Context: an optimization exercise on an open-source flow, tuned for small area, a short achievable clock period and few clock cycles per item. The choices shown serve that exercise and are no tape-out recipe. Where RTL was checked, it was by simulation tests only, not by an equivalence proof against the original. Only the layout flow was run in runs 2 to 5; the RTL was not checked for function there.

File: design/flow/design.v
`timescale 1ns / 1ps
module hw3_0516310(
   input clk,
	input enable,
	input [79:0] inbits,
	output reg [34:0] out_text,
	output reg valid);
	reg [12:0] cnt;
	reg [2:0] num;
	localparam [6:0] A = 7'd65;
	reg [79:0] in_bits;
	reg start, Include;
	always @(posedge clk) begin
		if(enable) begin
			if(~valid) begin
				if(Include) begin in_bits = inbits; Include = 0; end
				if(start) begin
					if(in_bits[79]) start = 0;
					else in_bits = in_bits << 1;
				end
				if(in_bits[79:77] == 0 && ~Include && ~start) begin
					out_text  = out_text << 7;
					case(cnt)
						13'b10111 : out_text[6:0] = A;
						13'b111010101 : out_text[6:0] = A+1;
						13'b11101011101 : out_text[6:0] = A+2;
						13'b1110101 : out_text[6:0] = A+3;
						13'b1 : out_text[6:0] = A+4;
						13'b101011101 : out_text[6:0] = A+5;
						13'b111011101 :out_text[6:0] = A+6;
						13'b1010101 : out_text[6:0] = A+7;
						13'b101 : out_text[6:0] = A+8;
						13'b1011101110111 : out_text[6:0] = A+9;
						13'b111010111 : out_text[6:0] = A+10;
						13'b101110101 : out_text[6:0] = A+11;
						13'b1110111 : out_text[6:0] = A+12;
						13'b11101 : out_text[6:0] = A+13;
						13'b11101110111 : out_text[6:0] = A+14;
						13'b10111011101 : out_text[6:0] = A+15;
						13'b1110111010111 : out_text[6:0] = A+16;
						13'b1011101 : out_text[6:0] = A+17;
						13'b10101 : out_text[6:0] = A+18;
						13'b111 : out_text[6:0] = A+19;
						13'b1010111 : out_text[6:0] = A+20;
						13'b101010111 : out_text[6:0] = A+21;
						13'b101110111 : out_text[6:0] = A+22;
						13'b11101010111 : out_text[6:0] = A+23;
						13'b1110101110111 : out_text[6:0] = A+24;
						13'b11101110101 : out_text[6:0] = A+25;
					endcase
					num = num+1;
					cnt = 0;
					in_bits = in_bits << 3;
					end
					else if(~Include && ~start){cnt, in_bits} = {cnt, in_bits} << 1;
					if(num == 5) valid = 1;
			end
		end
		else begin 
			num = 0;
			cnt = 0;
			Include = 1;
			start = 1;
			valid = 0;
			out_text = 0;
		end
	end
endmodule
File: design/flow/run.sh
#!/bin/bash
# synth_recipe.tcl (not shown) runs the flow's synth.tcl, then flattens the netlist and writes it again
# the make line also repeats each setting of config.mk as NAME=value (left out here)
make -C /OpenROAD-flow-scripts/flow DESIGN_CONFIG=/design/flow/config.mk WORK_HOME=/design/flow/orfs CLKGATE_MAP_FILE= SYNTH_SCRIPT=/design/flow/synth_recipe.tcl finish
File: design/flow/config.mk
export PLATFORM = sky130hd
export DESIGN_NAME = hw3_0516310
export DESIGN_NICKNAME = hw3_0516310
export VERILOG_FILES = /design/flow/design.v
export SDC_FILE = /design/flow/constraint.sdc
export NUM_CORES = 4
export LEC_CHECK = 0
export CAP_MARGIN = 20
export CORE_MARGIN = 2
export CORE_UTILIZATION = 40
export SLEW_MARGIN = 20
File: design/flow/constraint.sdc
create_clock -name core_clock -period 5.0 [get_ports {clk}]
set_input_delay 1.0000 -clock core_clock [delete_from_list [all_inputs] [get_ports {clk}]]
set_output_delay 1.0000 -clock core_clock [all_outputs]
set_load 0.01 [all_outputs]
==> flow_summary.ini, run 1 <==
[outcome]
outcome = timing/DRC/antenna clean

[yosys]
synthMostInstantiatedCell = a21oi_1
synth-warning-count = 1
synth.lib_cells_used.distinct = 56
avgSynthCellArea_sq_um = 10.0
synth_edf_count = 80
synthFlopType = edfxtp_1
synth_top_cell_by_area = edfxtp_1
syn_area_sq_um = 6710
yosysTopAreaCellShare = 0.358
yosys-top-cells-count = a21oi_1 (114), edfxtp_1 (80), mux2i_1 (77), and3_1 (75), nand2_1 (73)
async_reset_ff_frac = 0
synth_cells = 669
ys_top_cells_by_area = edfxtp_1 (36%), dfxtp_1 (15%), mux2i_1 (11%)
ys_seq_elements = 129
ys_seq_area_frac = 0.504

[cts]
ctsResizeCount = 0
clk_pin_slew_ns = 0.06
cts_tree = yes
post_cts_buffers = 0
cts-hold-fix-buffers = 0
clock_sinks = 129
cts-htree-levels = 4
cts_made_buffers = 17
cts.path.max_buffers = 2
worstSkewPairLatency_ns = 0.41
cts_root_buf = clkbuf_16

[worst_setup_path]
critical_path.max_stage_delay_ns = 0.82
critical-path-top-delay-family = simple AND/OR/NAND/NOR gates
crit_path_end_kind = flop
critPathLaunchType = input pin
critPathMostFrequentCell = a21oi_1
worstPathArrival_ns = 3.39
crit_buf_inv = 2
crit_path_max_fanout = 57
cp_data_required_time_ns = 5.15
timing.critical_path.slowest_stage_cell = nor2_4
critical_path.cell_chain = clkdlybuf4s50_1, nor3_1, a21oi_1, nor2_4, buf_4, and3_1, a21oi_1
worst_r2r_path_depth = 5
worstSetupPathType = in2reg
critical_path_cell_count = 7

[timing]
tightestPinTransition_ns = 1.01
final.setup_skew_ns = 0.00779
maxSlewHeadroom = 0.325
timing_max_transition_violations_final = 0
final.period_utilization = 0.649
post-route-min-period_ns = 3.24
hold_viol = 0
rsz0062_at_grt = false
max_freq_mhz = 308
setup_total_negative_slack_ns = 0
finalSetupViolCount = 0

[detailed_routing]
antenna_left = 0
drtPass1Iterations = 7
wirelength_met1_um = 7620
detailroute.via_count = 5292
drcViolationCount = 0
met3WireLength_um = 601
detailroute.wirelength.met2_um = 7970
top_layer = met4
routedWlPerCell_um = 16.7
totalWireLength_um = 16300
vias_per_cell = 5.39
detailedRoute.firstIterationViolations = 322

[final_layout]
finalNetCount = 831
finalCoreUtilization = 0.518
final_layout_size_suffix_gt1_frac = 0.0762
layout.cell_area.non_filler_sq_um = 8530
area_delta_synth_final_pct = 27.1
num_antenna_cells = 0

[floorplanning]
core_sq_um = 16500
height_of_the_die_um = 134
floorplan.die_area_sq_um = 17800
placementRows = 47
start_util = 0.408
dieWidth_um = 134
ios = 118

[place]
place.port_buffers = 112
place_hpwl_um = 10900
gpl.final_weighted_congestion = 0.855
placedInstanceArea_sq_um = 7890

[hold_path]
timing.hold.worst.class = reg2reg
min_delay_path_depth = 2

[global_routing]
antenna_violations_before_repair = 0
grt_overflow_total = 0
pin_count_of_the_biggest_net_entering_global_routing = 81
first_global_vias = 5263
grt_pass1_wl_um = 26400
grtUsageTotal = 0.185

[run]
max_cap_violations = 0
-- worst reg2reg max path: cells and delay by family, from the launching register on --
family          cells  cell delay [ns]
compound gates      2             0.45
buf+inv             1             0.40
flops               1             0.84
simple gates        2             1.02
-- per-stage QoR --
stage	hold slack [ns]	std cells	setup WS [ns]
6_report	0.457	981	1.76
5_1_grt	0.471	981	1.56
3_5_place_dp	0.452	948	1.36
2_1_floorplan	0.454	674	1.21
3_3_place_gp	0.442	948	1.39
4_1_cts	0.460	980	1.80
-- cell usage in the layout, fill, tap and decap left out, drive strengths merged, types with 3 or more instances in the layout --
master,n
a211oi,5
a21boi,8
a21oi,114
a31oi,7
a41oi,3
and2,3
and3,75
buf,8
clkbuf,23
clkdlybuf4s50,112
clkinv,5
conb,6
dfxtp,49
edfxtp,80
inv,5
mux2i,77
nand2,73
nand3,18
nand4,3
nand4b,4
nor2,16
nor2b,5
nor3,7
nor3b,4
nor4,7
o21ai,14
or2,3
xnor2,3
-- flip-flops by register name (all words and copies together), names as in the netlist --
| name | count |
|---|---|
| Include | 1 |
| start | 1 |
| cnt | 13 |
| out_text | 30 |
| valid | 1 |
| num | 3 |
| in_bits | 80 |
-- metal layers --
layer | vias up | track usage
li1 | 2621 | -
met1 | 2549 | 0.244
met2 | 108 | 0.305
met3 | 14 | 0.0381
met4 | 0 | 0.0585
met5 | - | 0
-- kinds of logic after synthesis --
kind of cell,count (synthesis),synth area share
AND/OR/NAND/NOR,228,0.184
adder cells (fa/ha/maj),1,0.00186
buffers and inverters,68,0.0528
AO/OA/AOI/OAI,161,0.134
other,1,0.000559
flip-flops,129,0.504
multiplexers,78,0.118
XOR/XNOR,3,0.00392
-- layout make-up --
class,count,area (sq um)
clock buffers,23,564
clock inverters,9,60.1
fillers,1518,7930
inverters,3,11.3
multi-input cells,477,3020
flip-flops and latches,129,3390
well taps,220,275
repair buffers,120,1220
-- worst paths after layout --
path                             start                         to  slack [ns]
max                         inbits[79]      in_bits[51]$_DFFE_PP_        1.76
min          out_text[32]$_SDFFE_PN0P_  out_text[32]$_SDFFE_PN0P_        0.46
max reg2reg       Include$_SDFFE_PN1N_      in_bits[51]$_DFFE_PP_        2.04
min reg2reg  out_text[32]$_SDFFE_PN0P_  out_text[32]$_SDFFE_PN0P_        0.46
Testbench counts, summed over its fixed seeds: cycles 236,023, items 4,000.
==> run 2, diff against run 1 <==
==> design/flow/design.v (replaced) <==
module hw3_0516310(
	input clk,
	input enable,
	input [79:0] inbits,
	output reg [34:0] out_text,
	output reg valid);
	reg [79:0] sr;        
	reg loaded;           
	reg started;          
	reg [2:0] n;          
	wire [15:0] s = sr[79:64];    
	reg [13:0] gap;
	reg seen;
	integer i;
	always @* begin
		seen = started;
		for (i = 0; i < 14; i = i + 1) begin
			gap[i] = seen & ~(s[15-i] | s[14-i] | s[13-i]);
			seen = seen | s[15-i];
		end
	end
	reg found, one;
	reg [3:0] b, f;
	always @* begin
		found = 1'b0; b = 4'd0;
		for (i = 13; i >= 0; i = i - 1)
			if (gap[i]) begin found = 1'b1; b = i; end
		one = 1'b0; f = 4'd14;
		for (i = 13; i >= 0; i = i - 1)
			if (s[15-i]) begin one = 1'b1; f = i; end
	end
	wire [3:0] am1 = found ? b + 4'd2 : (f == 4'd0 ? 4'd0 : f - 4'd1);
	wire [79:0] nxt = {sr[78:0], 1'b0} << am1;
	wire [12:0] code = s[15:3] >> (4'd13 - b);
	reg [6:0] letter;
	always @* begin
		case (code)
			13'b10111         : letter = 7'd65;
			13'b111010101     : letter = 7'd66;
			13'b11101011101   : letter = 7'd67;
			13'b1110101       : letter = 7'd68;
			13'b1             : letter = 7'd69;
			13'b101011101     : letter = 7'd70;
			13'b111011101     : letter = 7'd71;
			13'b1010101       : letter = 7'd72;
			13'b101           : letter = 7'd73;
			13'b1011101110111 : letter = 7'd74;
			13'b111010111     : letter = 7'd75;
			13'b101110101     : letter = 7'd76;
			13'b1110111       : letter = 7'd77;
			13'b11101         : letter = 7'd78;
			13'b11101110111   : letter = 7'd79;
			13'b10111011101   : letter = 7'd80;
			13'b1110111010111 : letter = 7'd81;
			13'b1011101       : letter = 7'd82;
			13'b10101         : letter = 7'd83;
			13'b111           : letter = 7'd84;
			13'b1010111       : letter = 7'd85;
			13'b101010111     : letter = 7'd86;
			13'b101110111     : letter = 7'd87;
			13'b11101010111   : letter = 7'd88;
			13'b1110101110111 : letter = 7'd89;
			13'b11101110101   : letter = 7'd90;
			default           : letter = 7'd0;
		endcase
	end
	wire emit = loaded & ~valid & found;
	always @(posedge clk) begin
		sr <= loaded ? nxt : inbits;
		if (emit) out_text <= {out_text[27:0], letter};
		if (!enable) begin
			loaded <= 1'b0;
			started <= 1'b0;
			n <= 3'd0;
			valid <= 1'b0;
		end else begin
			loaded <= 1'b1;
			if (loaded) started <= started | found | s[15];
			if (emit) begin
				n <= n + 3'd1;
				if (n == 3'd4) valid <= 1'b1;
			end
		end
	end
endmodule
==> run 2 against run 1 <==
Compared with the run above: still clean on timing, DRC and antenna; design area grew 41%; routed wire length up 77%; register-to-register slack got worse by 1.9 ns; area after synthesis grew 43%; critical path depth rose by 9; global-route usage increased by 4.0 points; critical endpoint is now out_text[6]$_SDFFCE_PN0P_.
==> flow_summary.ini, run 2 <==
[outcome]
outcome = timing/DRC/antenna clean

[worst_setup_path]
critPathLaunchType = flop
crit_buf_inv = 2
critical_path.max_stage_delay_ns = 0.57
cp_data_required_time_ns = 5.15
crit_path_end_kind = flop
r2r-end = out_text[6]$_SDFFCE_PN0P_
crit_path_max_fanout = 5
worst_r2r_path_depth = 16
critical-path-top-delay-family = simple AND/OR/NAND/NOR gates
critical_path.cell_chain = or4_1, or4_4, a21oi_4, or2b_1, a31oi_1, nor2_1, nor2_2, buf_4, ha_1, clkinv_1, o31ai_2, o21ai_0, and3_1, a22o_1, a2111oi_4, nand4_1
setup.reg_to_reg.worst_slack_ns = 0.15
timing.critical_path.slowest_stage_cell = or4_4
worstSetupPathType = reg2reg
rr_startpoint = started$_SDFFE_PN0P_
worstPathArrival_ns = 4.99

[yosys]
ys_seq_elements = 116
ys_seq_area_frac = 0.273
synth-warning-count = 1
async_reset_ff_frac = 0
yosys-top-cells-count = mux2i_1 (275), dfxtp_1 (86), mux2_2 (70), nand2_1 (68), nor2_1 (46)
synth.lib_cells_used.distinct = 95
syn_area_sq_um = 9610
ys_top_cells_by_area = mux2i_1 (29%), dfxtp_1 (18%), edfxtp_1 (9.4%)
synthFlopType = dfxtp_1
yosysTopAreaCellShare = 0.286
synthMostInstantiatedCell = mux2i_1
synth_cells = 1031
avgSynthCellArea_sq_um = 9.32
synth_edf_count = 30
synth_top_cell_by_area = mux2i_1

[timing]
hold-worst-slack_ns = 0.442
max_freq_mhz = 206
post-route-min-period_ns = 4.85
tightestPinTransition_ns = 1.03
final.period_utilization = 0.969
worst_slack_ns = 0.154
timing_max_transition_violations_final = 0
maxSlewHeadroom = 0.310
setup_total_negative_slack_ns = 0
final.setup_skew_ns = 0.00913
finalSetupViolCount = 0
hold_viol = 0

[final_layout]
largest_register_ff_count = 80
finalCoreUtilization = 0.510
post_layout_cell_count = 1478
final_layout_size_suffix_gt1_frac = 0.194
area_delta_synth_final_pct = 25.0
finalNetCount = 1233
mostFrequentLayoutCells = mux2i_1 (274), clkdlybuf4s50_1 (112), dfxtp_1 (85), mux2_2 (70), nand2_1 (68)
layout.cell_area.non_filler_sq_um = 12000
layout.filler_cells = 2248
num_antenna_cells = 0
leading_cell_type_in_the_layout_fill_and_taps_excluded = mux2i_1

[detailed_routing]
detailedRoute.firstIterationViolations = 589
drtPass1Iterations = 5
drcViolationCount = 0
routedWlPerCell_um = 19.5
antenna_left = 0
vias_per_cell = 5.71
detailroute.via_count = 8437
totalWireLength_um = 28900

[place]
place.port_buffers = 112
placedInstanceArea_sq_um = 11300
place_hpwl_um = 21500
gpl.final_weighted_congestion = 0.949
post-place-cells = 1441
worst_slack_at_placement_ns = -0.00889

[global_routing]
first_global_vias = 8342
grt_pass1_wl_um = 46200
grt_overflow_total = 0
grtUsageTotal = 0.225
antenna_violations_before_repair = 0
pin_count_of_the_biggest_net_entering_global_routing = 81

[cts]
clk_pin_slew_ns = 0.06
cts_made_buffers = 17
worstSkewPairLatency_ns = 0.42
cts_tree = yes
cts.path.max_buffers = 2
cts-hold-fix-buffers = 0
cts-htree-levels = 4
clock_sinks = 116
cts_root_buf = clkbuf_16

[hold_path]
min_delay_path_depth = 0
holdPathEnd = out_text[9]$_DFFE_PP_
hold_path.startpoint = out_text[2]$_SDFFCE_PN0P_
timing.hold.worst.class = reg2reg

[floorplanning]
height_of_the_die_um = 159
core_sq_um = 23500
ios = 118
start_util = 0.408
placementRows = 56
dieWidth_um = 159
floorplan.die_area_sq_um = 25300

[run]
max_cap_violations = 0
-- run 2: cell count changes after synthesis, moves of 9 or more --
cell	delta
mux2i_1	+198
a21oi_1	-74
mux2_2	+70
and3_1	-67
edfxtp_1	-50
dfxtp_1	+37
nor2_1	+32
inv_1	+23
o21ai_0	+19
nor3_1	+16
buf_1	+12
o31ai_1	+10
a21o_1	+9
-- run 2: worst max-delay path by stage --
stage / to / startpoint / slack [ns] / depth (start not counted)
2_1_floorplan: out_text[6]$_SDFFCE_PN0P_ / started$_SDFFE_PN0P_ / 0.31 / 20
3_3_place_gp: out_text[6]$_SDFFCE_PN0P_ / started$_SDFFE_PN0P_ / 0.10 / 19
3_5_place_dp: out_text[6]$_SDFFCE_PN0P_ / started$_SDFFE_PN0P_ / -0.009 / 19
4_1_cts: out_text[6]$_SDFFCE_PN0P_ / started$_SDFFE_PN0P_ / 0.11 / 18
5_1_grt: out_text[6]$_SDFFCE_PN0P_ / started$_SDFFE_PN0P_ / -0.04 / 18
6_report: out_text[6]$_SDFFCE_PN0P_ / started$_SDFFE_PN0P_ / 0.15 / 16
-- run 2: final cells by class --
| type | instances | area [sq um] | share of cell area |
|---|---|---|---|
| tap | 319 | 399 | 0.0332 |
| sequential | 116 | 2630 | 0.219 |
| multi-input combinational | 809 | 6660 | 0.555 |
| inverter | 31 | 118 | 0.00979 |
| clock inverter | 15 | 164 | 0.0136 |
| timing repair buffer | 171 | 1610 | 0.134 |
| clock buffer | 17 | 425 | 0.0354 |
-- run 2: per-layer routing --
layer	track usage	up-vias	part of all wire
met4	0.0566	0	0.016
met1	0.304	4032	0.46
met2	0.381	260	0.48
li1	-	4109	-
met3	0.0300	36	0.046
met5	0	-	0
-- run 2: timing repair --
action,in CTS,in global routing
pin swaps,0,9
resized for setup,1,19
cloned,0,0
buffers inserted,0,5
endpoints found under the setup margin,3,6
-- run 2: kinds of logic (layout without fill, tap and decap cells) --
logic type	after synthesis	count (layout)	synth area share
buffers and inverters	110	234	0.0501
multiplexers	346	346	0.370
flip-flops	116	116	0.273
AND/OR/NAND/NOR	237	237	0.129
other	1	5	0.000390
adder cells (fa/ha/maj)	5	5	0.00651
AO/OA/AOI/OAI	213	213	0.168
XOR/XNOR	3	3	0.00273
==> run 3, diff against run 2 <==
--- a/design/flow/design.v
+++ b/design/flow/design.v
@@ -7,31 +7,41 @@
 	reg [79:0] sr;        
 	reg loaded;           
 	reg started;          
+	reg [1:0] ph;         
 	reg [2:0] n;          
-	wire [15:0] s = sr[79:64];    
-	reg [13:0] gap;
+	wire [18:0] s = sr[79:61];    
+	reg [16:0] gap;
 	reg seen;
 	integer i;
 	always @* begin
 		seen = started;
-		for (i = 0; i < 14; i = i + 1) begin
-			gap[i] = seen & ~(s[15-i] | s[14-i] | s[13-i]);
-			seen = seen | s[15-i];
+		for (i = 0; i < 17; i = i + 1) begin
+			gap[i] = seen & (i >= ph) & ~(s[18-i] | s[17-i] | s[16-i]);
+			seen = seen | s[18-i];
 		end
 	end
-	reg found, one;
-	reg [3:0] b, f;
+	reg found;
+	reg [4:0] b, f;
 	always @* begin
-		found = 1'b0; b = 4'd0;
-		for (i = 13; i >= 0; i = i - 1)
+		found = 1'b0; b = 5'd0;
+		for (i = 16; i >= 0; i = i - 1)
 			if (gap[i]) begin found = 1'b1; b = i; end
-		one = 1'b0; f = 4'd14;
-		for (i = 13; i >= 0; i = i - 1)
-			if (s[15-i]) begin one = 1'b1; f = i; end
+		f = 5'd16;
+		for (i = 15; i >= 0; i = i - 1)
+			if (s[18-i]) f = i;
 	end
-	wire [3:0] am1 = found ? b + 4'd2 : (f == 4'd0 ? 4'd0 : f - 4'd1);
-	wire [79:0] nxt = {sr[78:0], 1'b0} << am1;
-	wire [12:0] code = s[15:3] >> (4'd13 - b);
+	wire [4:0] e = b + 5'd3;
+	wire [2:0] q = found ? e[4:2] : (f[4:2] == 3'd0 ? 3'd1 : f[4:2]);
+	wire ld = ~loaded;
+	wire [4:0] sel = {5{loaded}} & {q == 3'd4, q == 3'd3, q == 3'd2, q == 3'd1, q == 3'd0};
+	wire [79:0] nxt = ({80{ld}} & inbits)
+	                | ({80{sel[0]}} & sr)
+	                | ({80{sel[1]}} & {sr[75:0], 4'b0})
+	                | ({80{sel[2]}} & {sr[71:0], 8'b0})
+	                | ({80{sel[3]}} & {sr[67:0], 12'b0})
+	                | ({80{sel[4]}} & {sr[63:0], 16'b0});
+	wire [15:0] w = s[18:3];
+	wire [12:0] code = w >> (5'd16 - b);
 	reg [6:0] letter;
 	always @* begin
 		case (code)
@@ -66,16 +76,20 @@
 	end
 	wire emit = loaded & ~valid & found;
 	always @(posedge clk) begin
-		sr <= loaded ? nxt : inbits;
+		sr <= nxt;
 		if (emit) out_text <= {out_text[27:0], letter};
 		if (!enable) begin
 			loaded <= 1'b0;
 			started <= 1'b0;
+			ph <= 2'd0;
 			n <= 3'd0;
 			valid <= 1'b0;
 		end else begin
 			loaded <= 1'b1;
-			if (loaded) started <= started | found | s[15];
+			if (loaded) begin
+				started <= started | found | (|s[18:15]);
+				ph <= found ? e[1:0] : 2'd0;
+			end
 			if (emit) begin
 				n <= n + 3'd1;
 				if (n == 3'd4) valid <= 1'b1;
==> run 3 against run 2 <==
Compared with the run above: routed wire length is 21% lower; clock skew increased by 0.00090 ns; synthesized cell count decreased by 16%; critical path type unchanged; highest routed layer unchanged; critical path depth increased by 2; flip-flop and latch count up 2; register-to-register slack got worse by 0.07 ns; count of clock-buffer cells in the layout did not move; final cell count is 13% lower; setup slack worse by 0.065 ns; first-iteration DRC count fell by 4.9%; hold slack worse by 0.0014 ns.
==> flow_summary.ini, run 3 <==
[timing]
final.setup_skew_ns = 0.0100
setup_total_negative_slack_ns = 0
worst_slack_ns = 0.0889
rsz0062_at_grt = true
timing_max_transition_violations_final = 0
maxSlewHeadroom = 0.368
post-route-min-period_ns = 4.91
max_freq_mhz = 204
tightestPinTransition_ns = 0.944
finalSetupViolCount = 0
final.period_utilization = 0.982
hold_viol = 0

[place]
place_hpwl_um = 16600
place.port_buffers = 112
gpl.final_weighted_congestion = 0.996
placedInstanceArea_sq_um = 9550
worst_slack_at_placement_ns = -0.0368

[detailed_routing]
detailroute.via_count = 7440
drcViolationCount = 0
routedWlPerCell_um = 17.8
antenna_left = 0
totalWireLength_um = 22900
detailedRoute.firstIterationViolations = 560
drtPass1Iterations = 5
vias_per_cell = 5.79

[yosys]
ys_seq_elements = 118
synth-warning-count = 1
yosys-top-cells-count = a21oi_1 (94), dfxtp_1 (88), mux2i_1 (86), nor2b_1 (78), o221ai_1 (65)
synth_top_cell_by_area = dfxtp_1
synth.lib_cells_used.distinct = 96
avgSynthCellArea_sq_um = 8.97
async_reset_ff_frac = 0
yosysTopAreaCellShare = 0.225
synthMostInstantiatedCell = a21oi_1
ys_seq_area_frac = 0.341
syn_area_sq_um = 7820
synth_edf_count = 30
synthFlopType = dfxtp_1
ys_top_cells_by_area = dfxtp_1 (23%), edfxtp_1 (12%), mux2i_1 (11%)
synth_cells = 871

[floorplanning]
dieWidth_um = 144
floorplan.die_area_sq_um = 20700
start_util = 0.404
core_sq_um = 19300
height_of_the_die_um = 144
placementRows = 51
ios = 118

[final_layout]
final_layout_size_suffix_gt1_frac = 0.184
mostFrequentLayoutCells = clkdlybuf4s50_1 (112), a21oi_1 (94), mux2i_1 (86), dfxtp_1 (84), nor2b_1 (77)
layout.cell_area.non_filler_sq_um = 10300
num_antenna_cells = 0
leading_cell_type_in_the_layout_fill_and_taps_excluded = clkdlybuf4s50_1
finalNetCount = 1093
area_delta_synth_final_pct = 32.3
largest_register_ff_count = 80

[worst_setup_path]
startpoint = sr[76]$_DFF_P_
setup.reg_to_reg.worst_slack_ns = 0.09
crit_path_max_fanout = 10
worst_r2r_path_depth = 18
r2r-end = out_text[6]$_DFFE_PP_
rr_startpoint = sr[76]$_DFF_P_
worstSetupPathType = reg2reg
worstPathArrival_ns = 5.05
critPathLaunchType = flop
crit_path_end_kind = flop
cp_data_required_time_ns = 5.14
crit_path_end = out_text[6]$_DFFE_PP_

[hold_path]
timing.hold.worst.class = reg2reg

[cts]
cts-htree-levels = 4
worstSkewPairLatency_ns = 0.42
cts_tree = yes
clk_pin_slew_ns = 0.06
cts.path.max_buffers = 2
cts_made_buffers = 17
cts_root_buf = clkbuf_16
clock_sinks = 118

[global_routing]
grt_overflow_total = 0
pin_count_of_the_biggest_net_entering_global_routing = 65
grtUsageTotal = 0.219
first_global_vias = 6977
grt_pass1_wl_um = 36000
antenna_violations_before_repair = 0

[run]
max_cap_violations = 0

[outcome]
outcome = timing/DRC/antenna clean
[run 3: cell count changes after synthesis, moves of 11 or more]
cell / before / now
buf_2: 22 / 10
nand2_1: 68 / 36
clkbuf_1: 35 / 46
mux2i_1: 275 / 86
o221ai_1: 2 / 65
nor2b_1: 7 / 78
mux2_2: 70 / 10
a21oi_1: 40 / 94
[run 3: stage by stage]
stage	cells	hold slack [ns]	utilization
4_1_cts	1282	0.436	0.524
3_5_place_dp	1250	0.434	0.494
6_report	1286	0.441	0.535
5_1_grt	1286	0.448	0.535
3_3_place_gp	1250	0.429	0.494
2_1_floorplan	875	0.465	-
[run 3: cell families (layout without fill, tap and decap cells)]
kind of cell	count (synthesis)	count (layout)	share of synthesized area
fa+ha+maj	3	3	0.00480
buf+inv	87	233	0.0480
flops	118	118	0.341
xor+xnor	3	3	0.00336
other cells	1	5	0.000480
simple gates	271	271	0.204
mux	103	103	0.140
compound gates	285	285	0.258
[run 3: critical path, cell delays in order (launching register included)]
cell and delay, ns:
dfxtp_2 0.36, buf_4 0.18, or4_4 0.47, o22ai_4 0.22, a211oi_2 0.10, or2_4 0.27, nor3_4 0.23, inv_4 0.06
ha_4 0.30, buf_4 0.17, a31oi_1 0.06, a2bb2oi_1 0.49, nand2_1 0.21, mux2i_4 0.28, xor2_1 0.17, o22ai_1 0.09
a22o_1 0.21, a211o_1 0.22, or4_1 0.54
[run 3: final cells by class]
| class | instances | area (sq um) |
|---|---|---|
| tap | 265 | 332 |
| fill | 1793 | 9000 |
| clock inverter | 15 | 143 |
| sequential | 118 | 2670 |
| clock buffer | 17 | 425 |
| timing repair buffer | 183 | 1700 |
| inverter | 18 | 73.8 |
| multi-input combinational | 670 | 5000 |
[run 3: how the worst min path moves through the flow]
stage	startpoint	slack, ns	end	cells after the start
3_3_place_gp	out_text[17]$_DFFE_PP_	0.43	out_text[24]$_DFFE_PP_	0
4_1_cts	out_text[7]$_DFFE_PP_	0.44	out_text[14]$_DFFE_PP_	0
3_5_place_dp	out_text[14]$_DFFE_PP_	0.43	out_text[21]$_DFFE_PP_	0
5_1_grt	out_text[7]$_DFFE_PP_	0.45	out_text[14]$_DFFE_PP_	0
2_1_floorplan	sr[16]$_DFF_P_	0.47	sr[32]$_DFF_P_	2
6_report	out_text[13]$_DFFE_PP_	0.44	out_text[20]$_DFFE_PP_	0
[run 3: per-layer routing]
metal  part of all wire  GRT usage  vias up
met5                  0          0        -
met4              0.018     0.0738        0
met3              0.045     0.0367       33
met2               0.48      0.354      243
met1               0.46      0.297     3543
li1                   -          -     3621
[run 3: what timing repair did]
item	4_1_cts	5_1_grt
hold endpoints to repair	0	0
hold buffers	0	0
pin swaps	0	6
gates resized for setup	5	32
endpoints found under the setup margin	2	5
setup buffers	0	4
==> run 4, diff against run 3 <==
--- a/design/flow/design.v
+++ b/design/flow/design.v
@@ -7,41 +7,47 @@
 	reg [79:0] sr;        
 	reg loaded;           
 	reg started;          
-	reg [1:0] ph;         
+	reg [2:0] ph;         
 	reg [2:0] n;          
-	wire [18:0] s = sr[79:61];    
-	reg [16:0] gap;
+	wire [22:0] s = sr[79:57];    
+	reg [7:0] live;
+	integer i;
+	always @*
+		for (i = 0; i < 8; i = i + 1) live[i] = (i >= ph);
+	reg [20:0] gap;
 	reg seen;
-	integer i;
 	always @* begin
 		seen = started;
-		for (i = 0; i < 17; i = i + 1) begin
-			gap[i] = seen & (i >= ph) & ~(s[18-i] | s[17-i] | s[16-i]);
-			seen = seen | s[18-i];
+		for (i = 0; i <= 20; i = i + 1) begin
+			gap[i] = seen & ~(s[22-i] | s[21-i] | s[20-i]);
+			if (i < 8) gap[i] = gap[i] & live[i];
+			seen = seen | s[22-i];
 		end
 	end
 	reg found;
-	reg [4:0] b, f;
+	reg [4:0] b;
+	reg [4:0] f;
 	always @* begin
-		found = 1'b0; b = 5'd0;
-		for (i = 16; i >= 0; i = i - 1)
+		found = 1'b0; b = 0;
+		for (i = 20; i >= 0; i = i - 1)
 			if (gap[i]) begin found = 1'b1; b = i; end
-		f = 5'd16;
+		f = 16;
 		for (i = 15; i >= 0; i = i - 1)
-			if (s[18-i]) f = i;
+			if (s[22-i]) f = i;
 	end
-	wire [4:0] e = b + 5'd3;
-	wire [2:0] q = found ? e[4:2] : (f[4:2] == 3'd0 ? 3'd1 : f[4:2]);
-	wire ld = ~loaded;
-	wire [4:0] sel = {5{loaded}} & {q == 3'd4, q == 3'd3, q == 3'd2, q == 3'd1, q == 3'd0};
-	wire [79:0] nxt = ({80{ld}} & inbits)
-	                | ({80{sel[0]}} & sr)
-	                | ({80{sel[1]}} & {sr[75:0], 4'b0})
-	                | ({80{sel[2]}} & {sr[71:0], 8'b0})
-	                | ({80{sel[3]}} & {sr[67:0], 12'b0})
-	                | ({80{sel[4]}} & {sr[63:0], 16'b0});
-	wire [15:0] w = s[18:3];
-	wire [12:0] code = w >> (5'd16 - b);
+	wire [4:0] e = b + 3;
+	wire [4:0] fq = f / 8;
+	wire [4:0] q = found ? e / 8 : (fq == 0 ? 1 : fq);
+	wire [79:0] nxt = ({80{~loaded}} & inbits)
+	                | ({80{loaded & (q == 0)}} & sr)
+	                | ({80{loaded & (q == 1)}} & {sr[71:0], 8'b0})
+	                | ({80{loaded & (q == 2)}} & {sr[63:0], 16'b0});
+	reg [19:0] m;
+	always @*
+		for (i = 0; i < 20; i = i + 1)
+			m[19-i] = s[22-i] & (i >= 8 || live[i]);
+	wire [19:0] msh = m >> (20 - b);
+	wire [12:0] code = msh[12:0];
 	reg [6:0] letter;
 	always @* begin
 		case (code)
@@ -81,14 +87,14 @@
 		if (!enable) begin
 			loaded <= 1'b0;
 			started <= 1'b0;
-			ph <= 2'd0;
+			ph <= 0;
 			n <= 3'd0;
 			valid <= 1'b0;
 		end else begin
 			loaded <= 1'b1;
 			if (loaded) begin
-				started <= started | found | (|s[18:15]);
-				ph <= found ? e[1:0] : 2'd0;
+				started <= started | found | (|s[22:15]);
+				ph <= found ? e % 8 : 0;
 			end
 			if (emit) begin
 				n <= n + 3'd1;
==> run 4 against run 3 <==
Compared with the run above: non-clock buffer count is 19 higher; flip-flop and latch count is 1 higher; setup slack hardly changed; die area is 5.6% lower; sequential share of layout area is 0.90 points higher; core utilization is 2.3 points higher; area after synthesis is 5.8% lower; clock skew is 0.0058 ns higher; synthesized cell count is 2.0% lower; critical endpoint is now out_text[3]$_DFFE_PP_; largest cell class unchanged.
==> flow_summary.ini, run 4 <==
[timing]
tightestPinTransition_ns = 1.12
hold-worst-slack_ns = 0.445
finalSetupViolCount = 0
final.period_utilization = 0.982
hold_viol = 0
final.setup_skew_ns = 0.0158
setup_total_negative_slack_ns = 0
max_freq_mhz = 204
maxSlewHeadroom = 0.254
post-route-min-period_ns = 4.91
timing_max_transition_violations_final = 0

[place]
placedInstanceArea_sq_um = 9150
place.port_buffers = 112
place_hpwl_um = 18100
gpl.final_weighted_congestion = 0.923

[cts]
cts_tree = yes
cts-hold-fix-buffers = 0
cts_made_buffers = 17
cts-htree-levels = 4
clk_pin_slew_ns = 0.06
cts.path.max_buffers = 2
clock_sinks = 119
worstSkewPairLatency_ns = 0.43
cts_root_buf = clkbuf_16

[yosys]
synth_cells = 854
syn_area_sq_um = 7370
yosysTopAreaCellShare = 0.242
synthMostInstantiatedCell = nand2_1
synthFlopType = dfxtp_1
synth_edf_count = 30
ys_seq_elements = 119
yosys-top-cells-count = nand2_1 (178), dfxtp_1 (89), a222oi_1 (64), clkbuf_1 (56), nor2_1 (35)
avgSynthCellArea_sq_um = 8.63
synth.lib_cells_used.distinct = 89
ys_seq_area_frac = 0.364
synth-warning-count = 13
ys_top_cells_by_area = dfxtp_1 (24%), edfxtp_1 (12%), nand2_1 (9.1%)
async_reset_ff_frac = 0
synth_top_cell_by_area = dfxtp_1

[final_layout]
largest_register_ff_count = 80
layout.cell_area.non_filler_sq_um = 10100
finalNetCount = 1091
num_antenna_cells = 0
mostFrequentLayoutCells = nand2_1 (178), clkdlybuf4s50_1 (112), dfxtp_1 (88), buf_4 (85), a222oi_1 (64)
area_delta_synth_final_pct = 36.5
final_layout_size_suffix_gt1_frac = 0.209
leading_cell_type_in_the_layout_fill_and_taps_excluded = nand2_1
finalCoreUtilization = 0.558

[hold_path]
timing.hold.worst.class = reg2reg

[floorplanning]
start_util = 0.409
height_of_the_die_um = 140
core_sq_um = 18000
ios = 118
placementRows = 49
dieWidth_um = 140
floorplan.die_area_sq_um = 19500

[worst_setup_path]
cp_data_required_time_ns = 5.17
crit_buf_inv = 7
critPathLaunchType = flop
critPathMostFrequentCell = buf_4
crit_path_end_kind = flop
critical-path-top-delay-family = compound AO/OA/AOI/OAI gates
timing.critical_path.slowest_stage_cell = o32ai_4
crit_path_max_fanout = 21
worstSetupPathType = reg2reg
worstPathArrival_ns = 5.08
critical_path.max_stage_delay_ns = 0.34

[global_routing]
grt_pass1_wl_um = 39800
grtUsageTotal = 0.255
first_global_vias = 7052
antenna_violations_before_repair = 0
pin_count_of_the_biggest_net_entering_global_routing = 81
grt_overflow_total = 0

[detailed_routing]
antenna_left = 0
detailedRoute.firstIterationViolations = 1270
routedWlPerCell_um = 20.5
drcViolationCount = 0
drtPass1Iterations = 13
vias_per_cell = 6.21
totalWireLength_um = 25500
detailroute.via_count = 7749

[run]
max_cap_violations = 0

[outcome]
outcome = timing/DRC/antenna clean
run 4: cell count changes after synthesis, sizes merged, moves of 9 or more:
cell / delta
nand3: +12
clkbuf: +10
nand2: +141
a21oi: -72
a222oi: +64
a22o: +9
o221ai: -62
nor3: +11
mux2i: -64
nor2b: -75
run 4: metal layers:
layer	part of all wire	vias up	track usage	routed length (um)
met4	0.011	0	0.0600	276
met3	0.082	25	0.0496	2090
li1	-	3609	-	-
met2	0.44	396	0.371	11300
met5	0	-	0	0
met1	0.47	3719	0.387	11900
run 4: worst paths after layout:
| check | startpoint | cells after the start | end | slack, ns |
|---|---|---|---|---|
| max | started$_SDFFE_PN0P_ | 25 | out_text[3]$_DFFE_PP_ | 0.09 |
| min | out_text[25]$_DFFE_PP_ | 0 | out_text[32]$_DFFE_PP_ | 0.45 |
| max reg2reg | started$_SDFFE_PN0P_ | 25 | out_text[3]$_DFFE_PP_ | 0.09 |
| min reg2reg | out_text[25]$_DFFE_PP_ | 0 | out_text[32]$_DFFE_PP_ | 0.45 |
run 4: stage by stage:
step | cells | worst slack (ns)
after CTS | 1233 | 0.0611
after detailed placement | 1201 | 0.0795
final | 1248 | 0.0894
after floorplan | 858 | 0.0237
after global placement | 1201 | 0.113
after global routing | 1248 | -0.0698
run 4: final cells by class:
class                           count  area (sq um)
Clock buffer                       21           493
Clock inverter                     11          88.8
Fill cell                        1689          7970
Inverter                           23          86.3
Multi-Input combinational cell    643          4560
Sequential cell                   119          2680
Tap cell                          229           287
Timing Repair Buffer              202          1850
run 4: cells by family (layout without fill, tap and decap cells):
| kind of cell | after synthesis | count (layout) | share of synthesized area |
|---|---|---|---|
| AO/OA/AOI/OAI | 251 | 251 | 0.278 |
| XOR/XNOR | 2 | 2 | 0.00238 |
| adder cells (fa/ha/maj) | 3 | 3 | 0.00510 |
| buffers and inverters | 96 | 257 | 0.0554 |
| flip-flops | 119 | 119 | 0.364 |
| multiplexers | 38 | 38 | 0.0695 |
| other | 1 | 5 | 0.000509 |
| AND/OR/NAND/NOR | 344 | 344 | 0.225 |
run 4: timing repair:
| action | 4_1_cts | 5_1_grt |
|---|---|---|
| buffers inserted | 0 | 15 |
| gates resized for setup | 0 | 44 |
| endpoints found under the setup margin | 0 | 6 |
run 4: worst reg2reg max path, stage by stage (launching register included):
cell and delay, ns:
dfxtp_1 0.32, buf_4 0.14, nor4_4 0.27, buf_4 0.19
nand3_2 0.12, buf_4 0.21, nor3_2 0.13, o311ai_1 0.12
a21oi_2 0.17, o21a_2 0.15, inv_2 0.05, ha_4 0.19
a221oi_4 0.30, nor2_4 0.10, buf_12 0.18, mux2i_4 0.21
mux2i_1 0.25, o22ai_1 0.18, o32ai_4 0.34, buf_4 0.20
nor4_4 0.05, buf_4 0.18, nand2b_4 0.07, a21oi_2 0.06
a221o_1 0.26, a211o_1 0.22
==> run 5, diff against run 4 <==
==> design/flow/design.v (replaced) <==
module hw3_0516310(
	input clk,
	input enable,
	input [79:0] inbits,
	output reg [34:0] out_text,
	output reg valid);
	reg [79:0] sr;        
	reg loaded;           
	reg started;          
	reg [2:0] ph;         
	reg [2:0] n;          
	reg [12:0] code_r;    
	reg emit_r;           
	wire [22:0] s;
	genvar k;
	generate for (k = 0; k < 23; k = k + 1) begin : g_s
		assign s[k] = sr[79-k];
	end endgenerate
	integer i, j;
	reg [19:0] m;         
	reg [7:0] live;
	always @* begin
		for (i = 0; i < 8; i = i + 1) live[i] = (i >= ph);
		for (i = 0; i < 20; i = i + 1) m[i] = s[i] & (i >= 8 || live[i]);
	end
	reg [20:0] gap, first;
	reg seen, any;
	always @* begin
		seen = started;
		for (i = 0; i <= 20; i = i + 1) begin
			gap[i] = seen & ~(s[i] | s[i+1] | s[i+2]);
			if (i < 8) gap[i] = gap[i] & live[i];
			seen = seen | s[i];
		end
		any = 1'b0;
		for (i = 0; i <= 20; i = i + 1) begin
			first[i] = gap[i] & ~any;
			any = any | gap[i];
		end
	end
	wire found = |gap;
	reg [12:0] code;
	always @* begin
		code = 13'd0;
		for (i = 1; i <= 20; i = i + 1)
			for (j = 0; j < 13; j = j + 1)
				if (j < i) code[j] = code[j] | (first[i] & m[i-1-j]);
	end
	wire st0 = |gap[4:0];
	wire st16 = found ? ~(|gap[12:0]) : ~started & ~(|s[15:0]);
	wire st8 = ~st0 & ~st16;
	reg [2:0] phn;
	always @* begin
		phn = 3'd0;
		for (i = 0; i <= 20; i = i + 1)
			if (first[i]) phn = phn | ((i + 3) % 8);
	end
	wire [79:0] nxt = ({80{~loaded}} & inbits)
	                | ({80{loaded & st0}} & sr)
	                | ({80{loaded & st8}} & {sr[71:0], 8'b0})
	                | ({80{loaded & st16}} & {sr[63:0], 16'b0});
	reg [6:0] letter;
	always @* begin
		case (code_r)
			13'b10111         : letter = 7'd65;
			13'b111010101     : letter = 7'd66;
			13'b11101011101   : letter = 7'd67;
			13'b1110101       : letter = 7'd68;
			13'b1             : letter = 7'd69;
			13'b101011101     : letter = 7'd70;
			13'b111011101     : letter = 7'd71;
			13'b1010101       : letter = 7'd72;
			13'b101           : letter = 7'd73;
			13'b1011101110111 : letter = 7'd74;
			13'b111010111     : letter = 7'd75;
			13'b101110101     : letter = 7'd76;
			13'b1110111       : letter = 7'd77;
			13'b11101         : letter = 7'd78;
			13'b11101110111   : letter = 7'd79;
			13'b10111011101   : letter = 7'd80;
			13'b1110111010111 : letter = 7'd81;
			13'b1011101       : letter = 7'd82;
			13'b10101         : letter = 7'd83;
			13'b111           : letter = 7'd84;
			13'b1010111       : letter = 7'd85;
			13'b101010111     : letter = 7'd86;
			13'b101110111     : letter = 7'd87;
			13'b11101010111   : letter = 7'd88;
			13'b1110101110111 : letter = 7'd89;
			13'b11101110101   : letter = 7'd90;
			default           : letter = 7'd0;
		endcase
	end
	wire emit = loaded & found & (n != 3'd5);
	always @(posedge clk) begin
		sr <= nxt;
		code_r <= code;
		if (emit_r) out_text <= {out_text[27:0], letter};
		if (!enable) begin
			loaded <= 1'b0;
			started <= 1'b0;
			ph <= 3'd0;
			n <= 3'd0;
			emit_r <= 1'b0;
			valid <= 1'b0;
		end else begin
			loaded <= 1'b1;
			if (loaded) begin
				started <= started | found | (|s[7:0]);
				ph <= phn;
			end
			emit_r <= emit;
			if (emit) n <= n + 3'd1;
			if (emit_r && n == 3'd5) valid <= 1'b1;
		end
	end
endmodule
==> run 5 against run 4 <==
Compared with the run above: still clean; sequential share of layout area up 3.1 points; core utilization fell by 6.2 points; via count is 14% higher; first-iteration DRC count decreased by 4.3%; register-to-register slack gained 0.91 ns; hold slack worse by 0.0024 ns; routed wire length increased by 16%; clock skew hardly changed; non-clock buffer count fell by 68; critical path type unchanged.
==> flow_summary.ini, run 5 <==
[place]
place.port_buffers = 112
worst_slack_at_placement_ns = 1.18
placedInstanceArea_sq_um = 9380
gpl.final_weighted_congestion = 1.00
place_hpwl_um = 19900

[outcome]
outcome = timing/DRC/antenna clean

[cts]
ctsResizeCount = 0
clock_sinks = 133
cts_made_buffers = 17
cts-hold-fix-buffers = 0
clk_pin_slew_ns = 0.07
post_cts_buffers = 0
worstSkewPairLatency_ns = 0.43
cts_tree = yes
cts_root_buf = clkbuf_16
cts.path.max_buffers = 2
cts-htree-levels = 4

[yosys]
synth_top_cell_by_area = dfxtp_1
synth.lib_cells_used.distinct = 71
ys_seq_area_frac = 0.363
yosys-top-cells-count = nor2_1 (116), dfxtp_1 (103), a21oi_1 (92), clkbuf_1 (77)
yosysTopAreaCellShare = 0.252
synth_edf_count = 30
syn_area_sq_um = 8170
synth_cells = 989
ys_top_cells_by_area = dfxtp_1 (25%), edfxtp_1 (11%), a221o_1 (8.1%)
synth-warning-count = 13
ys_seq_elements = 133
synthFlopType = dfxtp_1
async_reset_ff_frac = 0
avgSynthCellArea_sq_um = 8.26
synthMostInstantiatedCell = nor2_1

[detailed_routing]
antenna_left = 0
totalWireLength_um = 29700
drtPass1Iterations = 9
routedWlPerCell_um = 22.4
vias_per_cell = 6.70
detailroute.via_count = 8869
drcViolationCount = 0
detailedRoute.firstIterationViolations = 1215

[worst_setup_path]
crit_path_max_fanout = 54
worstPathArrival_ns = 4.37
rr_startpoint = sr[70]$_DFF_P_
critPathLaunchType = flop
timing.critical_path.slowest_stage_cell = dfxtp_1
cp_data_required_time_ns = 5.36
worst_r2r_path_depth = 8
critical-path-top-delay-family = simple AND/OR/NAND/NOR gates
r2r-end = sr[67]$_DFF_P_
crit_path_end_kind = flop
worstSetupPathType = reg2reg
critical_path.cell_chain = nor4_1, nand4_1, o21ai_1, nand2_1, o31ai_4, and3_2, buf_12, a221o_1
setup.reg_to_reg.worst_slack_ns = 1.0
startpoint = sr[70]$_DFF_P_
critical_path.max_stage_delay_ns = 0.62
crit_buf_inv = 1

[timing]
rsz0062_at_grt = false
max_freq_mhz = 250
finalSetupViolCount = 0
final.setup_skew_ns = 0.0156
setup_total_negative_slack_ns = 0
final.period_utilization = 0.801
worst_slack_ns = 0.996
tightestPinTransition_ns = 0.981
maxSlewHeadroom = 0.345
post-route-min-period_ns = 4.00
hold_viol = 0
timing_max_transition_violations_final = 0

[floorplanning]
dieWidth_um = 147
core_sq_um = 20100
placementRows = 52
start_util = 0.406
ios = 118
floorplan.die_area_sq_um = 21600
height_of_the_die_um = 147

[hold_path]
timing.hold.worst.class = reg2reg
holdPathEnd = out_text[18]$_DFFE_PP_
min_delay_path_depth = 0
hold_path.startpoint = out_text[11]$_DFFE_PP_

[final_layout]
layout.filler_cells = 1896
final_layout_size_suffix_gt1_frac = 0.0693
mostFrequentLayoutCells = nor2_1 (116), clkdlybuf4s50_1 (112), dfxtp_1 (102), a21oi_1 (92)
area_delta_synth_final_pct = 22.0
largest_register_ff_count = 80
finalNetCount = 1125
layout.cell_area.non_filler_sq_um = 9970
num_antenna_cells = 0
leading_cell_type_in_the_layout_fill_and_taps_excluded = nor2_1

[global_routing]
first_global_vias = 8039
grt_pass1_wl_um = 45800
grtUsageTotal = 0.267
antenna_violations_before_repair = 0
grt_overflow_total = 0
pin_count_of_the_biggest_net_entering_global_routing = 103

[run]
max_cap_violations = 0
run 5: worst reg2reg max path: stages (launching register included):
cell	delay [ns]
dfxtp_1	0.62
nor4_1	0.62
nand4_1	0.27
o21ai_1	0.48
nand2_1	0.44
o31ai_4	0.56
and3_2	0.42
buf_12	0.29
a221o_1	0.23
run 5: worst max-delay path by stage:
stage	endpoint	cells past startpoint	slack, ns
global placement	sr[68]$_DFF_P_	8	1.13
CTS	sr[67]$_DFF_P_	8	1.16
global route	sr[60]$_DFF_P_	8	0.71
detailed placement	sr[67]$_DFF_P_	8	1.18
floorplan	sr[19]$_DFF_P_	11	2.15
finish	sr[67]$_DFF_P_	8	1.0
run 5: through the flow:
step	utilization	std cells	hold slack, ns
5_1_grt	0.496	1324	0.457
2_1_floorplan	-	993	0.477
3_5_place_dp	0.467	1292	0.433
3_3_place_gp	0.466	1292	0.427
6_report	0.496	1324	0.443
4_1_cts	0.496	1324	0.447
run 5: area by class of cell:
cell class                 count  area, sq um  area share
inverter                      16         60.1     0.00603
multi-input combinational    739         4710       0.472
sequential                   133         2970       0.298
clock inverter                15          156      0.0157
clock buffer                  17          425      0.0427
timing repair buffer         134         1310       0.132
tap                          270          338      0.0339
run 5: cells by family (layout without fill, tap and decap cells):
group,after synthesis,after routing,synth area share
compound gates,389,389,0.359
simple gates,341,341,0.206
flops,133,133,0.363
buf+inv,121,182,0.0666
fa+ha+maj,2,2,0.00306
xor+xnor,2,2,0.00215
other cells,1,5,0.000459
run 5: metal layers:
layer	share of wire	global-route usage	vias up	wire [um]
li1	-	-	4049	-
met4	0.047	0.133	0	1390
met1	0.40	0.353	4118	12000
met5	0	0	-	0
met3	0.085	0.0506	103	2510
met2	0.46	0.418	599	13800
==> run 6, diff against run 5 <==
--- a/design/flow/design.v
+++ b/design/flow/design.v
@@ -2,7 +2,7 @@
 	input clk,
 	input enable,
 	input [79:0] inbits,
-	output reg [34:0] out_text,
+	output [34:0] out_text,
 	output reg valid);
 	reg [79:0] sr;        
 	reg loaded;           
@@ -10,7 +10,7 @@
 	reg [2:0] ph;         
 	reg [2:0] n;          
 	reg [12:0] code_r;    
-	reg emit_r;           
+	reg [27:0] out_hi;    
 	wire [22:0] s;
 	genvar k;
 	generate for (k = 0; k < 23; k = k + 1) begin : g_s
@@ -92,16 +92,18 @@
 		endcase
 	end
 	wire emit = loaded & found & (n != 3'd5);
+	assign out_text = {out_hi, letter};
 	always @(posedge clk) begin
 		sr <= nxt;
-		code_r <= code;
-		if (emit_r) out_text <= {out_text[27:0], letter};
+		if (emit) begin
+			code_r <= code;
+			out_hi <= {out_hi[20:0], letter};
+		end
 		if (!enable) begin
 			loaded <= 1'b0;
 			started <= 1'b0;
 			ph <= 3'd0;
 			n <= 3'd0;
-			emit_r <= 1'b0;
 			valid <= 1'b0;
 		end else begin
 			loaded <= 1'b1;
@@ -109,9 +111,8 @@
 				started <= started | found | (|s[7:0]);
 				ph <= phn;
 			end
-			emit_r <= emit;
 			if (emit) n <= n + 3'd1;
-			if (emit_r && n == 3'd5) valid <= 1'b1;
+			if (emit && n == 3'd4) valid <= 1'b1;
 		end
 	end
 endmodule
--- a/design/flow/config.mk
+++ b/design/flow/config.mk
@@ -5,7 +5,9 @@
 export SDC_FILE = /design/flow/constraint.sdc
 export NUM_CORES = 4
 export LEC_CHECK = 0
+export ABC_CLOCK_PERIOD_IN_PS = 3000
 export CAP_MARGIN = 20
 export CORE_MARGIN = 2
 export CORE_UTILIZATION = 40
+export SETUP_SLACK_MARGIN = 1.5
 export SLEW_MARGIN = 20
==> run 6 against run 5 <==
Compared with the run above: non-clock buffer count rose by 11; setup slack better by 0.59 ns; global-route usage is 2.2 points lower; largest cell class unchanged; design area rose by 2.9%; critical path type is now reg2out; critical endpoint is now out_text[1]; highest routed layer unchanged.
==> flow_summary.ini, run 6 <==
[yosys]
synth_cells = 936
synth_compound_area_frac = 0.316
synth_edf_count = 37
synth-warning-count = 13
synth_top_cell_by_area = dfxtp_1
synth_mux_area_frac = 0.0763
synthesized_area_fraction_occupied_by_and_or_nand_nor_cells = 0.192
post_synthesis_adder_cell_area_fraction = 0.00454
ys_seq_area_frac = 0.350
avgSynthCellArea_sq_um = 8.83
synth_top_family_by_area = compound AO/OA/AOI/OAI gates
synthFlopType = dfxtp_1
synth_xor_area_frac = 0.00106
async_reset_ff_frac = 0
yosysTopAreaCellShare = 0.216
yosys-top-cells-count = nand2_1 (117), dfxtp_1 (89), o21ai_0 (80), clkbuf_1 (66), mux2i_1 (63)
ys_seq_elements = 126
ys_top_cells_by_area = dfxtp_1 (22%), edfxtp_1 (13%), o221ai_2 (9.1%)
synthMostInstantiatedCell = nand2_1
synth.lib_cells_used.distinct = 74
syn_area_sq_um = 8270

[detailed_routing]
detailedRoute.firstIterationViolations = 919
drcViolationCount = 0
drtPass1Iterations = 5
detailroute.via_count = 8102
antenna_left = 0
vias_per_cell = 6.27
totalWireLength_um = 26800
routedWlPerCell_um = 20.8

[worst_setup_path]
crit_path_max_fanout = 7
worstSetupPathType = reg2out
crit_path_end_kind = output port
critical_path.cell_chain = nand2_2, nor3b_2, and2_1, a22o_1, nor4_1, nand2_1, dlygate4sd2_1
worstPathArrival_ns = 2.41
setup.reg_to_reg.worst_slack_ns = 1.61
critPathLaunchType = flop
cp_data_required_time_ns = 4.00
critical_path.max_stage_delay_ns = 0.50
timing.critical_path.slowest_stage_cell = edfxtp_1

[floorplanning]
height_of_the_die_um = 148
start_util = 0.408
ios = 118
floorplan.die_area_sq_um = 21800
placementRows = 52
core_sq_um = 20200
dieWidth_um = 148

[final_layout]
layout.area.seq_sq_um = 2900
post_layout_cell_count = 1292
final_layout_size_suffix_gt1_frac = 0.155
layout.cell_area.non_filler_sq_um = 10300
multi_input_area_sq_um = 5040
layout.filler_cells = 1885
area_delta_synth_final_pct = 24.1
largest_register_ff_count = 80
leading_cell_type_in_the_layout_fill_and_taps_excluded = nand2_1
mostFrequentLayoutCells = nand2_1 (115), clkdlybuf4s50_1 (106), dfxtp_1 (86), o21ai_0 (80), mux2i_1 (63)
finalNetCount = 1094
num_antenna_cells = 0

[place]
post-place-cells = 1244
worst_slack_at_placement_ns = 0.933
place_hpwl_um = 19000
placedInstanceArea_sq_um = 9460
place.port_buffers = 112
gpl.final_weighted_congestion = 0.936

[timing]
finalSetupViolCount = 0
worst_slack_ns = 1.59
final.period_utilization = 0.682
setup_total_negative_slack_ns = 0
maxSlewHeadroom = 0.358
rsz0062_at_grt = true
tightestPinTransition_ns = 0.963
final.setup_skew_ns = 0.0114
max_freq_mhz = 293
timing_max_transition_violations_final = 0
hold_viol = 0
post-route-min-period_ns = 3.41
hold-worst-slack_ns = 0.444

[global_routing]
grtUsageTotal = 0.245
pin_count_of_the_biggest_net_entering_global_routing = 79
first_global_vias = 7691
grt_pass1_wl_um = 42500
antenna_violations_before_repair = 0
grt_overflow_total = 0

[hold_path]
timing.hold.worst.class = reg2reg

[run]
max_cap_violations = 0

[cts]
worstSkewPairLatency_ns = 0.43
clock_sinks = 126
cts_tree = yes
cts.path.max_buffers = 2
cts_root_buf = clkbuf_16
clk_pin_slew_ns = 0.06
cts-htree-levels = 4
cts_made_buffers = 17

[outcome]
outcome = timing/DRC/antenna clean
## run 6: cell types whose count changed after synthesis, sizes merged, moves of 10 or more
cell    change
a21oi      -60
clkbuf     -11
nor2       -70
mux2i      +63
a22o       +13
a221o      -66
o221ai     +64
a31oi      -10
nand2      +51
dfxtp      -14
o21ai      +52
a32oi      -58
## run 6: kinds of logic after synthesis
kind of cell | Yosys count
adders and majority gates | 3
AOI/OAI and AO/OA | 322
other | 1
and+or+nand+nor | 314
buffers and inverters | 106
xor gates and xnor gates | 1
muxes | 63
DFF | 126
## run 6: final cells by class
type / instances / share of cell area
Multi-Input combinational cell: 708 / 0.491
Sequential cell: 126 / 0.283
Timing Repair Buffer: 145 / 0.133
Clock buffer: 18 / 0.0439
Tap cell: 270 / 0.0329
Clock inverter: 14 / 0.0127
Inverter: 11 / 0.00402
## run 6: metal layers
layer,vias to the layer above,GRT usage,part of all wire
met1,3874,0.323,0.43
met4,0,0.0995,0.034
met3,80,0.0537,0.069
met2,347,0.389,0.47
met5,-,0,0
li1,3801,-,-
## run 6: what timing repair did
item	CTS	global route
setup endpoints to repair	35	79
pin swaps	2	3
buffers inserted	7	9
gates resized for setup	20	23
hold buffers	0	0
## run 6: per-stage QoR
| stage | util |
|---|---|
| global placement | 0.467 |
| CTS | 0.501 |
| global route | 0.507 |
| floorplan | - |
| detailed placement | 0.467 |
| finish | 0.507 |
## run 6: worst paths after layout
path / from / end / depth (start not counted)
max: code_r[4]$_DFFE_PP_ / out_text[1] / 7
min: out_hi[8]$_DFFE_PP_ / out_hi[15]$_DFFE_PP_ / 0
max reg2reg: sr[70]$_DFF_P_ / code_r[0]$_DFFE_PP_ / 10
min reg2reg: out_hi[8]$_DFFE_PP_ / out_hi[15]$_DFFE_PP_ / 0
## run 6: worst max-delay path: cells and delay by family, from the launching register on
family,cells,cell delay [ns]
DFF,1,0.50
and+or+nand+nor,5,0.97
buffers and inverters,1,0.30
AOI/OAI and AO/OA,1,0.20
Testbench counts of run 6, summed over its fixed seeds: cycles 29,937, items 4,000.
==> run 7, diff against run 6 <==
--- a/design/flow/config.mk
+++ b/design/flow/config.mk
@@ -5,6 +5,7 @@
 export SDC_FILE = /design/flow/constraint.sdc
 export NUM_CORES = 4
 export LEC_CHECK = 0
+export ABC_AREA = 1
 export ABC_CLOCK_PERIOD_IN_PS = 3000
 export CAP_MARGIN = 20
 export CORE_MARGIN = 2
==> run 7 against run 6 <==
Compared with the run above: synthesized cell count is 34% higher; final cell count is 24% higher; design area hardly changed; register-to-register slack improved by 0.15 ns; global-route usage is 0.39 points higher; critical endpoint unchanged; largest cell class unchanged.
==> flow_summary.ini, run 7 <==
[final_layout]
leading_cell_type_in_the_layout_fill_and_taps_excluded = nand2_1
mostFrequentLayoutCells = nand2_1 (314), nand3_1 (194), nor2_1 (123), nand4_1 (110), clkdlybuf4s50_1 (107)
layout.filler_cells = 2116
multi_input_area_sq_um = 4760
largest_register_ff_count = 80
finalNetCount = 1409
num_antenna_cells = 0
layout.area.seq_sq_um = 2900
final_layout_size_suffix_gt1_frac = 0.0942
layout.cell_area.non_filler_sq_um = 10300
area_delta_synth_final_pct = 23.0

[yosys]
avgSynthCellArea_sq_um = 6.67
synth-warning-count = 13
ys_seq_elements = 126
ys_seq_area_frac = 0.347
syn_area_sq_um = 8330
synth_cells = 1250
synthMostInstantiatedCell = nand2_1
ys_top_cells_by_area = dfxtp_1 (21%), nand2_1 (14%), edfxtp_1 (13%)
synth_top_cell_by_area = dfxtp_1
synth.lib_cells_used.distinct = 43
synthFlopType = dfxtp_1
yosys-top-cells-count = nand2_1 (316), nand3_1 (194), nor2_1 (135), nand4_1 (110), inv_1 (92)
async_reset_ff_frac = 0
yosysTopAreaCellShare = 0.214
synth_edf_count = 37

[global_routing]
first_global_vias = 8265
pin_count_of_the_biggest_net_entering_global_routing = 84
grtUsageTotal = 0.248
grt_overflow_total = 0
grt_pass1_wl_um = 43400
antenna_violations_before_repair = 0

[cts]
worstSkewPairLatency_ns = 0.42
cts-htree-levels = 4
clock_sinks = 126
cts_root_buf = clkbuf_16
clk_pin_slew_ns = 0.06
cts.path.max_buffers = 2
cts_made_buffers = 17
cts_tree = yes

[place]
placedInstanceArea_sq_um = 9450
place.port_buffers = 112
place_hpwl_um = 19300
gpl.final_weighted_congestion = 0.914

[run]
max_cap_violations = 0

[detailed_routing]
detailedRoute.firstIterationViolations = 694
totalWireLength_um = 27600
drtPass1Iterations = 6
antenna_left = 0
drcViolationCount = 0
detailroute.via_count = 8848
vias_per_cell = 5.51
routedWlPerCell_um = 17.2

[outcome]
outcome = timing/DRC/antenna clean

[worst_setup_path]
critical_path.max_stage_delay_ns = 0.56
crit_path_end_kind = output port
worstPathArrival_ns = 2.55
critical_path.cell_chain = nor2_1, inv_1, nor4_4, buf_4, nand2_2, o31ai_4, nor4_1, nand2_1, clkdlybuf4s50_1
cp_data_required_time_ns = 4.00
setup.reg_to_reg.worst_slack_ns = 1.76
timing.critical_path.slowest_stage_cell = clkdlybuf4s50_1
crit_buf_inv = 3
critPathLaunchType = flop
critical-path-top-delay-family = buffers and inverters
worstSetupPathType = reg2out
crit_path_max_fanout = 3

[timing]
rsz0062_at_grt = true
post-route-min-period_ns = 3.55
timing_max_transition_violations_final = 0
setup_total_negative_slack_ns = 0
finalSetupViolCount = 0
final.period_utilization = 0.709
hold_viol = 0
max_freq_mhz = 282
final.setup_skew_ns = 0.0111
maxSlewHeadroom = 0.297
tightestPinTransition_ns = 1.05

[floorplanning]
dieWidth_um = 148
ios = 118
placementRows = 52
floorplan.die_area_sq_um = 22000
start_util = 0.409
core_sq_um = 20400
height_of_the_die_um = 148

[hold_path]
timing.hold.worst.class = reg2reg
==> run 7: cell count changes after synthesis, moves of 65 or more <==
cell      previous run  this run
inv_1               11        92
nand2_1            117       316
nand3_1             40       194
nand3b_1             1        66
nand4_1             12       110
nor2_1              45       135
==> run 7: path summary, 6_finish.rpt <==
kind	cells past startpoint	start	endpoint
max	9	code_r[11]$_DFFE_PP_	out_text[1]
max reg2reg	18	sr[75]$_DFF_P_	code_r[10]$_DFFE_PP_
min	0	out_hi[13]$_DFFE_PP_	out_hi[20]$_DFFE_PP_
min reg2reg	0	out_hi[13]$_DFFE_PP_	out_hi[20]$_DFFE_PP_
==> run 7: metal layers <==
layer / up-vias / part of all wire / GRT usage
met2: 310 / 0.46 / 0.397
met3: 44 / 0.057 / 0.0423
met4: 0 / 0.023 / 0.0795
met1: 4122 / 0.46 / 0.343
li1: 4372 / - / -
met5: - / 0 / 0
==> run 7: kinds of logic after synthesis <==
logic type | count (synthesis) | synth area share
other cells | 1 | 0.000450
fa+ha+maj | 3 | 0.00450
simple gates | 869 | 0.504
flops | 126 | 0.347
buf+inv | 191 | 0.103
xor+xnor | 1 | 0.00105
compound gates | 59 | 0.0395
==> run 7: final cells by class <==
| class | instances | share of cell area |
|---|---|---|
| sequential | 126 | 0.283 |
| clock inverter | 14 | 0.0116 |
| clock buffer | 18 | 0.0439 |
| timing repair buffer | 130 | 0.124 |
| tap | 270 | 0.0330 |
| inverter | 111 | 0.0406 |
| multi-input combinational | 938 | 0.465 |
==> run 7: repair_timing <==
action                                  CTS  global route
hold buffers                              0             0
gates cloned                              0             1
gates resized for setup                  25            26
setup buffers                             6             4
endpoints found under the setup margin   78           118
pin swaps                                 1             3
==> run 7: metrics by stage <==
| step | hold slack, ns | cells | util | setup slack, ns |
|---|---|---|---|---|
| 4_1_cts | 0.445 | 1602 | 0.498 | 1.47 |
| 3_5_place_dp | 0.431 | 1564 | 0.464 | 1.37 |
| 6_report | 0.442 | 1607 | 0.503 | 1.45 |
| 3_3_place_gp | 0.427 | 1564 | 0.464 | 1.25 |
| 2_1_floorplan | 0.460 | 1254 | - | 2.23 |
| 5_1_grt | 0.455 | 1607 | 0.503 | 1.35 |

re-timing with driven ports:
In the flow no input, the clock included, has a driving cell. The finished layouts below were timed again as built, in two steps. Step 1 (the two cells are an assumption about what drives the block):
set clk [get_ports {clk}]
set_driving_cell -lib_cell sky130_fd_sc_hd__clkbuf_16 $clk
set_driving_cell -lib_cell sky130_fd_sc_hd__buf_2 [delete_from_list [all_inputs] $clk]
Step 2 moves the port delays by t, midway between the first and last clock arrival at a register: inputs arrive t later, outputs are due t later. That takes back most of the time a late clock gives input paths. a / b / c = no drivers / after step 1 / after step 2; a / b = the first two.
| run | t (ns) | slack for setup (ns) | worst setup path at the end | clock arrival spread, ns | cell pins on the clock port's net |
|---|---|---|---|---|---|
| run 1 | 0.452 | 1.757 / 1.772 / 1.320 | input to register | 0.009 / 0.009 | 1 |
| run 2 | 0.462 | 0.154 / 0.154 / 0.154 | register to register | 0.009 / 0.009 | 1 |
| run 3 | 0.464 | 0.089 / 0.089 / 0.089 | register to register | 0.014 / 0.014 | 1 |
| run 4 | 0.465 | 0.089 / 0.089 / 0.089 | register to register | 0.016 / 0.016 | 1 |
| run 5 | 0.472 | 0.996 / 0.996 / 0.996 | register to register | 0.018 / 0.018 | 1 |
| run 6 | 0.471 | 1.590 / 1.544 / 1.613 | register to register | 0.015 / 0.016 | 1 |
| run 7 | 0.463 | 1.454 / 1.409 / 1.759 | register to register | 0.013 / 0.013 | 1 |
After both steps every run listed still meets setup and hold. The setup slack of run 1, which loses most, moves by +0.015 ns with the drivers and by -0.437 ns with both steps.
